Source: an optimization exercise on an open RTL-to-GDS flow (aim: small area, a short achievable clock period and few clock cycles). Production flows keep margins and buffers that such runs may drop. At most, simulation tests tie the RTL to the original design; equivalence was not proved.

lane 1:
// interpolation
module interpolation (
    input           clk,
    input           RST,
    input           START,
    input   [5:0]   H0,
    input   [5:0]   V0,
    input   [3:0]   SW,
    input   [3:0]   SH,
    output          REN,
    input   [7:0]   R_DATA,
    output  [11:0]  ADDR,
    output  [7:0]   O_DATA,
    output          O_VALID
);
Size: ~170 flip-flops, roughly 8900 µm² of cells after synthesis.
export LEC_CHECK = 0
export CAP_MARGIN = 20
export CORE_MARGIN = 2
export CORE_UTILIZATION = 40
export CTS_BUF_LIST = sky130_fd_sc_hd__clkbuf_8
export PLACE_DENSITY = 0.6
export SLEW_MARGIN = 20
create_clock -name core_clock -period 12.0 [get_ports {clk}]
standard.sh (not shown) runs the stock make flow with config.mk's settings and CLKGATE_MAP_FILE= SYNTH_SCRIPT=/design/flow/synth_recipe.tcl, a recipe that flattens the netlist after the stock synthesis.
==> flow/flow/run.sh <==
#!/bin/bash
# The standard layout, with repair_timing aiming below the clock period and
# port buffers of the smallest buffer cell.
set -euo pipefail
bash standard.sh SETUP_SLACK_MARGIN=8.6 "BUFFER_PORTS_ARGS=-buffer_cell sky130_fd_sc_hd__buf_1" "CTS_ARGS=-sink_clustering_enable -repair_clock_nets -buf_list sky130_fd_sc_hd__clkbuf_8 -root_buf sky130_fd_sc_hd__clkbuf_16 -sink_clustering_size 30 -sink_clustering_max_diameter 300 -sink_buffer_max_cap_derate 1.0 -dont_use_dummy_load" finish > flow_standard.log 2>&1
Lane 1 ended with every stage complete and zero timing, DRC or antenna violations.
Testbench counts of lane 1, summed over its fixed seeds: cycles 32,963.
diff inputs: lane 1 => lane 2
==> flow/flow/run.sh <==
#!/bin/bash
# The standard layout, with repair_timing aiming below the clock period and
# port buffers of the smallest buffer cell.
set -euo pipefail
bash standard.sh SETUP_SLACK_MARGIN=8.5 "BUFFER_PORTS_ARGS=-buffer_cell sky130_fd_sc_hd__buf_1" "CTS_ARGS=-sink_clustering_enable -repair_clock_nets -buf_list sky130_fd_sc_hd__clkbuf_8 -root_buf sky130_fd_sc_hd__clkbuf_16 -sink_clustering_size 30 -sink_clustering_max_diameter 300 -sink_buffer_max_cap_derate 1.0 -dont_use_dummy_load" finish > flow_standard.log 2>&1
--- outcome ---
Against lane 1 as the reference, lane 2 delivers a lower buffers plus inverters on the worst setup path.
On sequential share of layout area, the higher figure sits with lane 2, not lane 1.
Taking lane 1 as the reference point, the area growth from synthesis to layout of lane 2 falls by 0.69 points.


== run 1 ==
Another version of the RTL of interpolation (not shown whole).
Size: roughly 810 cells after synthesis, ~180 flip-flops, about 53 I/O pins, about 0.0089 sq mm of cells after synthesis.
## interpolation
module interpolation (
    input           clk,
    input           RST,
    input           START,
    input   [5:0]   H0,
    input   [5:0]   V0,
    input   [3:0]   SW,
    input   [3:0]   SH,
    output          REN,
    input   [7:0]   R_DATA,
    output  [11:0]  ADDR,
    output  [7:0]   O_DATA,
    output          O_VALID
);
Settings: LEC_CHECK=0, CAP_MARGIN=20, CORE_MARGIN=2, CORE_UTILIZATION=40, CTS_BUF_LIST=sky130_fd_sc_hd__clkbuf_8, PLACE_DENSITY=0.6, SLEW_MARGIN=20; clock period 12.0 ns.
==> flow/flow/run.sh <==
#!/bin/bash
# The standard layout, with repair_timing aiming below the clock period and
# port buffers of the smallest buffer cell.
set -euo pipefail
bash standard.sh SETUP_SLACK_MARGIN=9.0 "BUFFER_PORTS_ARGS=-buffer_cell sky130_fd_sc_hd__buf_1" "CTS_ARGS=-sink_clustering_enable -repair_clock_nets -buf_list sky130_fd_sc_hd__clkbuf_8 -root_buf sky130_fd_sc_hd__clkbuf_16 -sink_clustering_size 30 -sink_clustering_max_diameter 300 -sink_buffer_max_cap_derate 1.0 -dont_use_dummy_load" finish > flow_standard.log 2>&1
Testbench counts of run 1, summed over its fixed seeds: cycles 32,963.
#### Input delta (run 2 over run 1)
==> flow/flow/run.sh <==
#!/bin/bash
# The standard layout, with repair_timing aiming below the clock period and
# port buffers of the smallest buffer cell.
set -euo pipefail
bash standard.sh SETUP_SLACK_MARGIN=8.8 "BUFFER_PORTS_ARGS=-buffer_cell sky130_fd_sc_hd__buf_1" "CTS_ARGS=-sink_clustering_enable -repair_clock_nets -buf_list sky130_fd_sc_hd__clkbuf_8 -root_buf sky130_fd_sc_hd__clkbuf_16 -sink_clustering_size 30 -sink_clustering_max_diameter 300 -sink_buffer_max_cap_derate 1.0 -dont_use_dummy_load" finish > flow_standard.log 2>&1
Notes after the runs:
On final worst slack, run 2 does better than run 1. Placer congestion estimate, run 2 vs run 1: up slightly. Sort run 1 and run 2 by non-clock buffer count desc -> top: run 1. | detailed route wirelength on metal2 | higher: run 1 |. From run 1 to run 2 the numbers moved as follows: critical path arrival decreased 30 ps; wire length on met1 has decreased; overall fraction of global-route tracks in use down 0.58 points; hold slack went up 8.3 ps. Run 2 packs its core looser than run 1.
Relative to run 2, the following input files were edited for run 3:
Settings: CORE_UTILIZATION now 60, was 40; PLACE_DENSITY now 0.8, was 0.6.
==> flow/flow/run.sh <==
#!/bin/bash
# The standard layout, with repair_timing aiming below the clock period and
# port buffers of the smallest buffer cell.
set -euo pipefail
bash standard.sh SETUP_SLACK_MARGIN=8.6 "BUFFER_PORTS_ARGS=-buffer_cell sky130_fd_sc_hd__buf_1" "CTS_ARGS=-sink_clustering_enable -repair_clock_nets -buf_list sky130_fd_sc_hd__clkbuf_8 -root_buf sky130_fd_sc_hd__clkbuf_16 -sink_clustering_size 30 -sink_clustering_max_diameter 300 -sink_buffer_max_cap_derate 1.0 -dont_use_dummy_load" finish > flow_standard.log 2>&1
Findings:
When run 3 is measured against run 2, its total instance count after detailed placement turns out 8.7% lower.
Area: run 3 vs run 2 -> run 3 smaller
Final cell count ends up higher on run 2.
Run 3 reports its end of the critical path as REN while run 2 reports O_VALID.
Final cycle utilization of the critical path, run 2 and run 3, lower one = run 2.
Looking at sequential share of layout area, run 3 sits 1.2 points higher than run 2 does.
| worst setup slack | run 3 vs run 2 | worse |
In run 3, the global-route usage came out 6.2 points above the value in run 2.
--- input diff run 3..run 4 ---
Settings: a change of PLACE_DENSITY from 0.8 to 0.6; a change of CORE_UTILIZATION from 60 to 40.
Notes after the runs:
- Compared with run 3, in run 4 longest individual stage delay on the worst path moved up; worst setup slack after placement now sits higher; length of routed met2 wiring now smaller.
- Run 4 against run 3: layout overhead on the synthesized area picked up an extra 1.3 points, wire length picked up an extra about 1.8%, first-pass GRT wire length picked up an extra about 0.8%.
- Cell row count came out higher on run 4 than on run 3.


interpolation, a different RTL version from the one above (not shown whole).
Size in the first run: about 840 cells after synthesis, about 190 flip-flops, roughly 53 I/O pins, ~9300 um2 of cells after synthesis.
==> flow/config.mk <==
export PLATFORM = sky130hd
export DESIGN_NAME = interpolation
export DESIGN_NICKNAME = interpolation
export VERILOG_FILES = /design/flow/design.v
export SDC_FILE = /design/flow/constraint.sdc
export NUM_CORES = 4
export LEC_CHECK = 0
export CAP_MARGIN = 20
export CORE_MARGIN = 2
export CORE_UTILIZATION = 40
export CTS_BUF_LIST = sky130_fd_sc_hd__clkbuf_8
export CTS_CLUSTER_SIZE = 30
export PLACE_DENSITY = 0.6
export SLEW_MARGIN = 20
==> flow/constraint.sdc <==
create_clock -name core_clock -period 12.0 [get_ports {clk}]
set_input_delay 2.4000 -clock core_clock [delete_from_list [all_inputs] [get_ports {clk}]]
set_output_delay 2.4000 -clock core_clock [all_outputs]
set_load 0.01 [all_outputs]
==> flow/flow/run.sh <==
#!/bin/bash
# The standard layout, with repair_timing aiming below the clock period and
# port buffers of the smallest buffer cell.
set -euo pipefail
bash standard.sh SETUP_SLACK_MARGIN=8.6 "BUFFER_PORTS_ARGS=-buffer_cell sky130_fd_sc_hd__buf_1"  finish > flow_standard.log 2>&1
Then changed:
- ABC_CLOCK_PERIOD_IN_PS: default -> 3000
- CTS_CLUSTER_SIZE: 30 -> default
After rerunning: Utilization stays the same; maximum frequency is unchanged; routed wire length is unchanged; first-iteration DRC count stays the same; final cell count does not change.
No run of this note included a check of the RTL's function; only the layout flow was run.


== job 4685 ==
Another version of the RTL of interpolation (not shown whole).
Size: about 790 cells after synthesis, about 53 I/O pins, roughly 9200 um2 of cells after synthesis.
export LEC_CHECK = 0
export CAP_MARGIN = 20
export CORE_MARGIN = 2
export CORE_UTILIZATION = 40
export CTS_BUF_LIST = sky130_fd_sc_hd__clkbuf_8
export PLACE_DENSITY = 0.6
export SLEW_MARGIN = 20
create_clock -name core_clock -period 12.0 [get_ports {clk}]
==> flow/flow/run.sh <==
#!/bin/bash
# The standard layout, with repair_timing aiming below the clock period and
# port buffers of the smallest buffer cell.
set -euo pipefail
bash standard.sh SETUP_SLACK_MARGIN=8.4 "BUFFER_PORTS_ARGS=-buffer_cell sky130_fd_sc_hd__buf_1"  finish > flow_standard.log 2>&1
The following lists how job 3695 was set up differently from job 4685:
==> flow/flow/run.sh <==
#!/bin/bash
# The standard layout, with repair_timing aiming below the clock period and
# port buffers of the smallest buffer cell.
set -euo pipefail
bash standard.sh SETUP_SLACK_MARGIN=8.6 "BUFFER_PORTS_ARGS=-buffer_cell sky130_fd_sc_hd__buf_1"  finish > flow_standard.log 2>&1
## What came out
Job 3695 reports a lower worst-case hold slack than job 4685 does. Worst setup slack ended up 38 ps higher on job 3695 than on job 4685. Routed wire in job 3695 totals more than in job 4685. Data arrival time of the critical path (higher): job 4685. Job 4685 and job 3695 all finish clean. Max final worst-path cycle share across job 4685 and job 3695: job 4685.
No run of this note included a check of the RTL's function; only the layout flow was run.


Another version of the RTL of interpolation (not shown whole).
For scale: about 830 cells after synthesis, roughly 53 I/O pins, ~9400 µm² of cells after synthesis.
clock: 12.0 ns
lec_check: 0
cap_margin: 20
core_margin: 2
core_utilization: 40
cts_buf_list: sky130_fd_sc_hd__clkbuf_8
place_density: 0.6
slew_margin: 20
==> flow/flow/run.sh <==
#!/bin/bash
set -euo pipefail
bash standard.sh SETUP_SLACK_MARGIN=8.6 "BUFFER_PORTS_ARGS=-buffer_cell sky130_fd_sc_hd__buf_1" finish > flow_standard.log 2>&1
Edit:
- CTS_BUF_LIST: sky130_fd_sc_hd__clkbuf_8 -> not set
Register-to-register slack improves by 0.03 ns.
Wire length rose by 1.6%.
Hold slack degrades by 0.0065 ns.
Synthesized cell count does not change.
Cell count goes up by 0.56%.
Non-clock buffer count went up by 8.
Count of clock-buffer cells in the layout stays the same.
Edit:
==> flow/flow/run.sh (replaced) <==
#!/bin/bash
# Standard layout, with repair_timing aiming well below the clock period.
set -euo pipefail
bash standard.sh SETUP_SLACK_MARGIN=8.6 finish > flow_standard.log 2>&1
- The changed run produced a clean layout
- worst setup slack improved by 0.0047 ns
- die area does not change
- register-to-register slack is worse by 0.03 ns
Edit:
==> flow/run.sh (new file) <==
#!/bin/bash
# synth_recipe.tcl (not shown) runs the flow's synth.tcl, then flattens the netlist and writes it again
# the make line also repeats each setting of config.mk as NAME=value (left out here)
make -C /OpenROAD-flow-scripts/flow DESIGN_CONFIG=/design/flow/config.mk WORK_HOME=/design/flow/orfs CLKGATE_MAP_FILE= SYNTH_SCRIPT=/design/flow/synth_recipe.tcl finish
removed: flow/flow/run.sh
removed: flow/standard.sh
After rerunning: The new run passed the timing, design-rule and antenna checks; wire length is lower slightly; synthesized area does not change; core utilization is lower by 0.65 points; global-route usage is lower by 0.20 points; clock-buffer cell count does not change; via count is lower slightly; final cell count is lower slightly; cell area is lower slightly.
Function was not checked in any run of this note: the RTL went through the layout flow alone.


The RTL this note starts from:
==> flow/design.v <==
module interpolation (
    input           clk,
    input           RST,
    input           START,
    input   [5:0]   H0,
    input   [5:0]   V0,
    input   [3:0]   SW,
    input   [3:0]   SH,
    output          REN,
    input   [7:0]   R_DATA,
    output  [11:0]  ADDR,
    output  [7:0]   O_DATA,
    output          O_VALID
);
    parameter Q = 5;
    reg [5:0] h0;
    reg [3:0] dh, dv;            
    reg       ract;
    reg [4:0] rrow;              
    reg [3:0] rfv;               
    reg [5:0] rtop;              
    reg [3:0] rj;                
    reg       rph;               
    reg [11:0] addr;
    reg       ren;
    reg [2:0] cr;                
    reg       b1, v2, b2, v3, b3, p4;
    reg [3:0] f1, f2, f3;
    reg [7:0] rd, tp;
    reg [9:0] vp;
    reg [9:0] vr;
    reg [7:0] q [0:Q-1];
    reg [2:0] cnt;
    reg [4:0] oc;                
    reg [3:0] ofh;
    reg       hz, hc, hl;        
    reg [9:0] hp;
    reg [9:0] hr;
    reg       hv;
    reg [7:0] odata;
    reg       ovalid;
    assign REN = ren;
    assign ADDR = addr;
    assign O_DATA = odata;
    assign O_VALID = ovalid;
    localparam [4:0] FIRST = 5'd1, LAST = 5'd24;
    function [4:0] step;
        input [4:0] x;
        step = {x[3:0], x[4] ^ x[2]};
    endfunction
    function [19:0] lerp_a;
        input [7:0] a, b;
        input [3:0] f;
        reg [7:0] m0, m1, m2, m3;
        begin
            m0 = f[0] ? b : a;
            m1 = f[1] ? b : a;
            m2 = f[2] ? b : a;
            m3 = f[3] ? b : a;
            lerp_a[19:10] = {2'b0, a} + {2'b0, m0} + {1'b0, m1, 1'b0};
            lerp_a[9:0] = {2'b0, m2} + {1'b0, m3, 1'b0};
        end
    endfunction
    function [7:0] lerp_b;
        input [9:0] p;
        input [9:0] r;
        reg [11:0] s;
        begin
            s = {2'b0, p} + {r, 2'b0};
            lerp_b = s[11:4];
        end
    endfunction
    wire       prod = p4;
    wire [7:0] cval = lerp_b(vp, vr);
    wire [7:0] qL = q[0];
    wire [7:0] qR = q[1];
    wire       fire = (cnt != 3'd0) && (hz || cnt > 3'd1);
    wire       shift = fire && (hl || hc);
    wire [4:0] hsum = {1'b0, ofh} + {1'b0, dh};
    wire [4:0] hnext = {1'b0, hsum[3:0]} + {1'b0, dh};
    wire [4:0] ocnext = step(oc);
    wire       issue_first = ract && !rph && (cr != 3'd0 || shift);
    wire       issue = issue_first || (ract && rph);
    wire       direct = (rfv == 4'd0);
    wire       col_done = rph || (issue_first && direct);
    wire       row_done = col_done && (rj == dh);
    wire [4:0] vsum = {1'b0, rfv} + {1'b0, dv};
    wire [5:0] rbot = rtop + 6'd1;
    wire [2:0] wslot = cnt - {2'b0, shift};
    always @(posedge clk or posedge RST) begin
        if (RST) begin
            ract <= 1'b0;
            v2 <= 1'b0;
            v3 <= 1'b0;
            p4 <= 1'b0;
            cnt <= 3'd0;
            cr <= Q;
            hv <= 1'b0;
            ovalid <= 1'b0;
        end else begin
            v2 <= !ren;
            v3 <= v2;
            p4 <= v3 && (b3 || f3 == 4'd0);
            cr <= cr - {2'b0, issue_first} + {2'b0, shift};
            if (row_done && rrow == LAST) ract <= 1'b0;
            if (START) ract <= 1'b1;
            cnt <= cnt - {2'b0, shift} + {2'b0, prod};
            hv <= fire;
            ovalid <= hv;
        end
    end
    integer i;
    always @(posedge clk) begin
        rd <= R_DATA;
        tp <= rd;
        b1 <= rph;
        b2 <= b1;
        b3 <= b2;
        {vp, vr} <= lerp_a(b3 ? tp : rd, rd, f3);
        f1 <= rfv;
        f2 <= f1;
        f3 <= f2;
        ren <= !issue;
        addr <= {rph ? rbot : rtop, h0 + {2'b0, rj}};
        if (issue_first && !direct) rph <= 1'b1;
        if (col_done) begin
            rph <= 1'b0;
            if (row_done) begin
                rj <= 4'd0;
                rrow <= step(rrow);
                rfv <= vsum[3:0];
                if (vsum[4]) rtop <= rbot;
            end else begin
                rj <= rj + 4'd1;
            end
        end
        for (i = 0; i < Q; i = i + 1) begin
            if (prod && wslot == i)
                q[i] <= cval;
            else if (shift && i < Q - 1)
                q[i] <= q[i + 1];
        end
        {hp, hr} <= lerp_a(qL, qR, ofh);
        odata <= lerp_b(hp, hr);
        if (fire) begin
            if (hl) begin
                oc <= FIRST;
                ofh <= 4'd0;
                hz <= 1'b1;
                hc <= 1'b0;
                hl <= 1'b0;
            end else begin
                oc <= ocnext;
                ofh <= hsum[3:0];
                hz <= (hsum[3:0] == 4'd0);
                hc <= hnext[4];
                hl <= (ocnext == LAST);
            end
        end
        if (START) begin
            h0 <= H0;
            dh <= SW - 4'd1;
            dv <= SH - 4'd1;
            rtop <= V0;
            rfv <= 4'd0;
            rrow <= FIRST;
            rj <= 4'd0;
            rph <= 1'b0;
            oc <= FIRST;
            ofh <= 4'd0;
            hz <= 1'b1;
            hc <= 1'b0;
            hl <= 1'b0;
        end
    end
endmodule
Settings: LEC_CHECK=0, CAP_MARGIN=20, CORE_MARGIN=2, CORE_UTILIZATION=40, CTS_BUF_LIST=sky130_fd_sc_hd__clkbuf_8, PLACE_DENSITY=0.6, SLEW_MARGIN=20; clock period 12.0 ns.
==> flow/flow/run.sh <==
#!/bin/bash
# The standard layout, with repair_timing aiming below the clock period and
# port buffers of the smallest buffer cell.
set -euo pipefail
bash standard.sh SETUP_SLACK_MARGIN=8.8 "BUFFER_PORTS_ARGS=-buffer_cell sky130_fd_sc_hd__buf_1"  finish > flow_standard.log 2>&1
The starting point completed without violations.
Testbench counts at the start, summed over its fixed seeds: cycles 32,963.
==> next run, changes <==
==> flow/flow/run.sh (replaced) <==
#!/bin/bash
# The standard layout, with repair_timing aiming below the clock period and
# port buffers of the smallest buffer cell.
set -euo pipefail
bash standard.sh SETUP_SLACK_MARGIN=8.6 "BUFFER_PORTS_ARGS=-buffer_cell sky130_fd_sc_hd__buf_1"  finish > flow_standard.log 2>&1
Settings changed: ABC_AREA set to 1.
Via count climbs by 21%.
Count of clock-buffer cells in the layout is lower by 1.
Cell area came out higher by about 2.6%.
Maximum frequency went up by 0.39%.
Area after synthesis went up by 3.7%.
Non-clock buffer count goes down by 6.
Worst hold slack improves by 0.0057 ns.
First-iteration DRC count grows by about 40%.

## afterwards: timing with drivers on the ports
In the flow no input, the clock included, has a driving cell. The finished layouts below were timed again as built, in two steps.
Step 1, drivers: a clkbuf_16 drives clk and a buf_2 each remaining input, both assumed.
Step 2, shift: input delay + t, output delay - t, t = (earliest + latest rising clock arrival at the registers) / 2. This alone moves slack from input paths to output paths.
Three values: ideal ports, drivers, drivers and shift; two values: the first two.
| run | shift t [ns] | setup slack, ns | hold slack, ns |
|---|---|---|---|
| lane 1 | 0.399 | 8.738 / 8.696 / 8.386 | 0.329 / 0.329 / 0.329 |
| lane 2 | 0.402 | 8.713 / 8.695 / 8.369 | 0.330 / 0.330 / 0.330 |
| run 1 | 0.407 | 8.695 / 8.650 / 8.644 | 0.316 / 0.316 / 0.316 |
| run 2 | 0.413 | 8.732 / 8.688 / 8.525 | 0.324 / 0.324 / 0.324 |
| run 3 | 0.410 | 8.676 / 8.634 / 8.449 | 0.319 / 0.319 / 0.319 |
| run 4 | 0.415 | 8.705 / 8.661 / 8.397 | 0.324 / 0.324 / 0.324 |
| the first run of note 3 | 0.481 | 8.639 / 8.603 / 8.393 | 0.329 / 0.329 / 0.329 |
| the second run of note 3 | 0.481 | 8.639 / 8.603 / 8.393 | 0.329 / 0.329 / 0.329 |
| job 4685 | 0.495 | 8.469 / 8.431 / 8.060 | 0.334 / 0.334 / 0.334 |
| job 3695 | 0.486 | 8.507 / 8.467 / 8.381 | 0.330 / 0.330 / 0.330 |
| the first run of note 5 | 0.493 | 8.505 / 8.468 / 8.336 | 0.336 / 0.336 / 0.336 |
| the second run of note 5 | 0.470 | 8.549 / 8.503 / 8.326 | 0.329 / 0.329 / 0.329 |
| the third run of note 5 | 0.467 | 8.553 / 8.510 / 8.178 | 0.329 / 0.329 / 0.329 |
| the fourth run of note 5 | 0.469 | 7.847 / 7.847 / 7.847 | 0.329 / 0.329 / 0.329 |
| the first run of note 6 | 0.499 | 8.619 / 8.576 / 8.391 | 0.329 / 0.329 / 0.329 |
| the second run of note 6 | 0.499 | 8.632 / 8.590 / 8.228 | 0.334 / 0.334 / 0.334 |
After both steps setup and hold are still met in every run listed. For job 4685, which loses most, drivers alone change the setup slack by -0.038 ns; drivers and shift together by -0.409 ns.
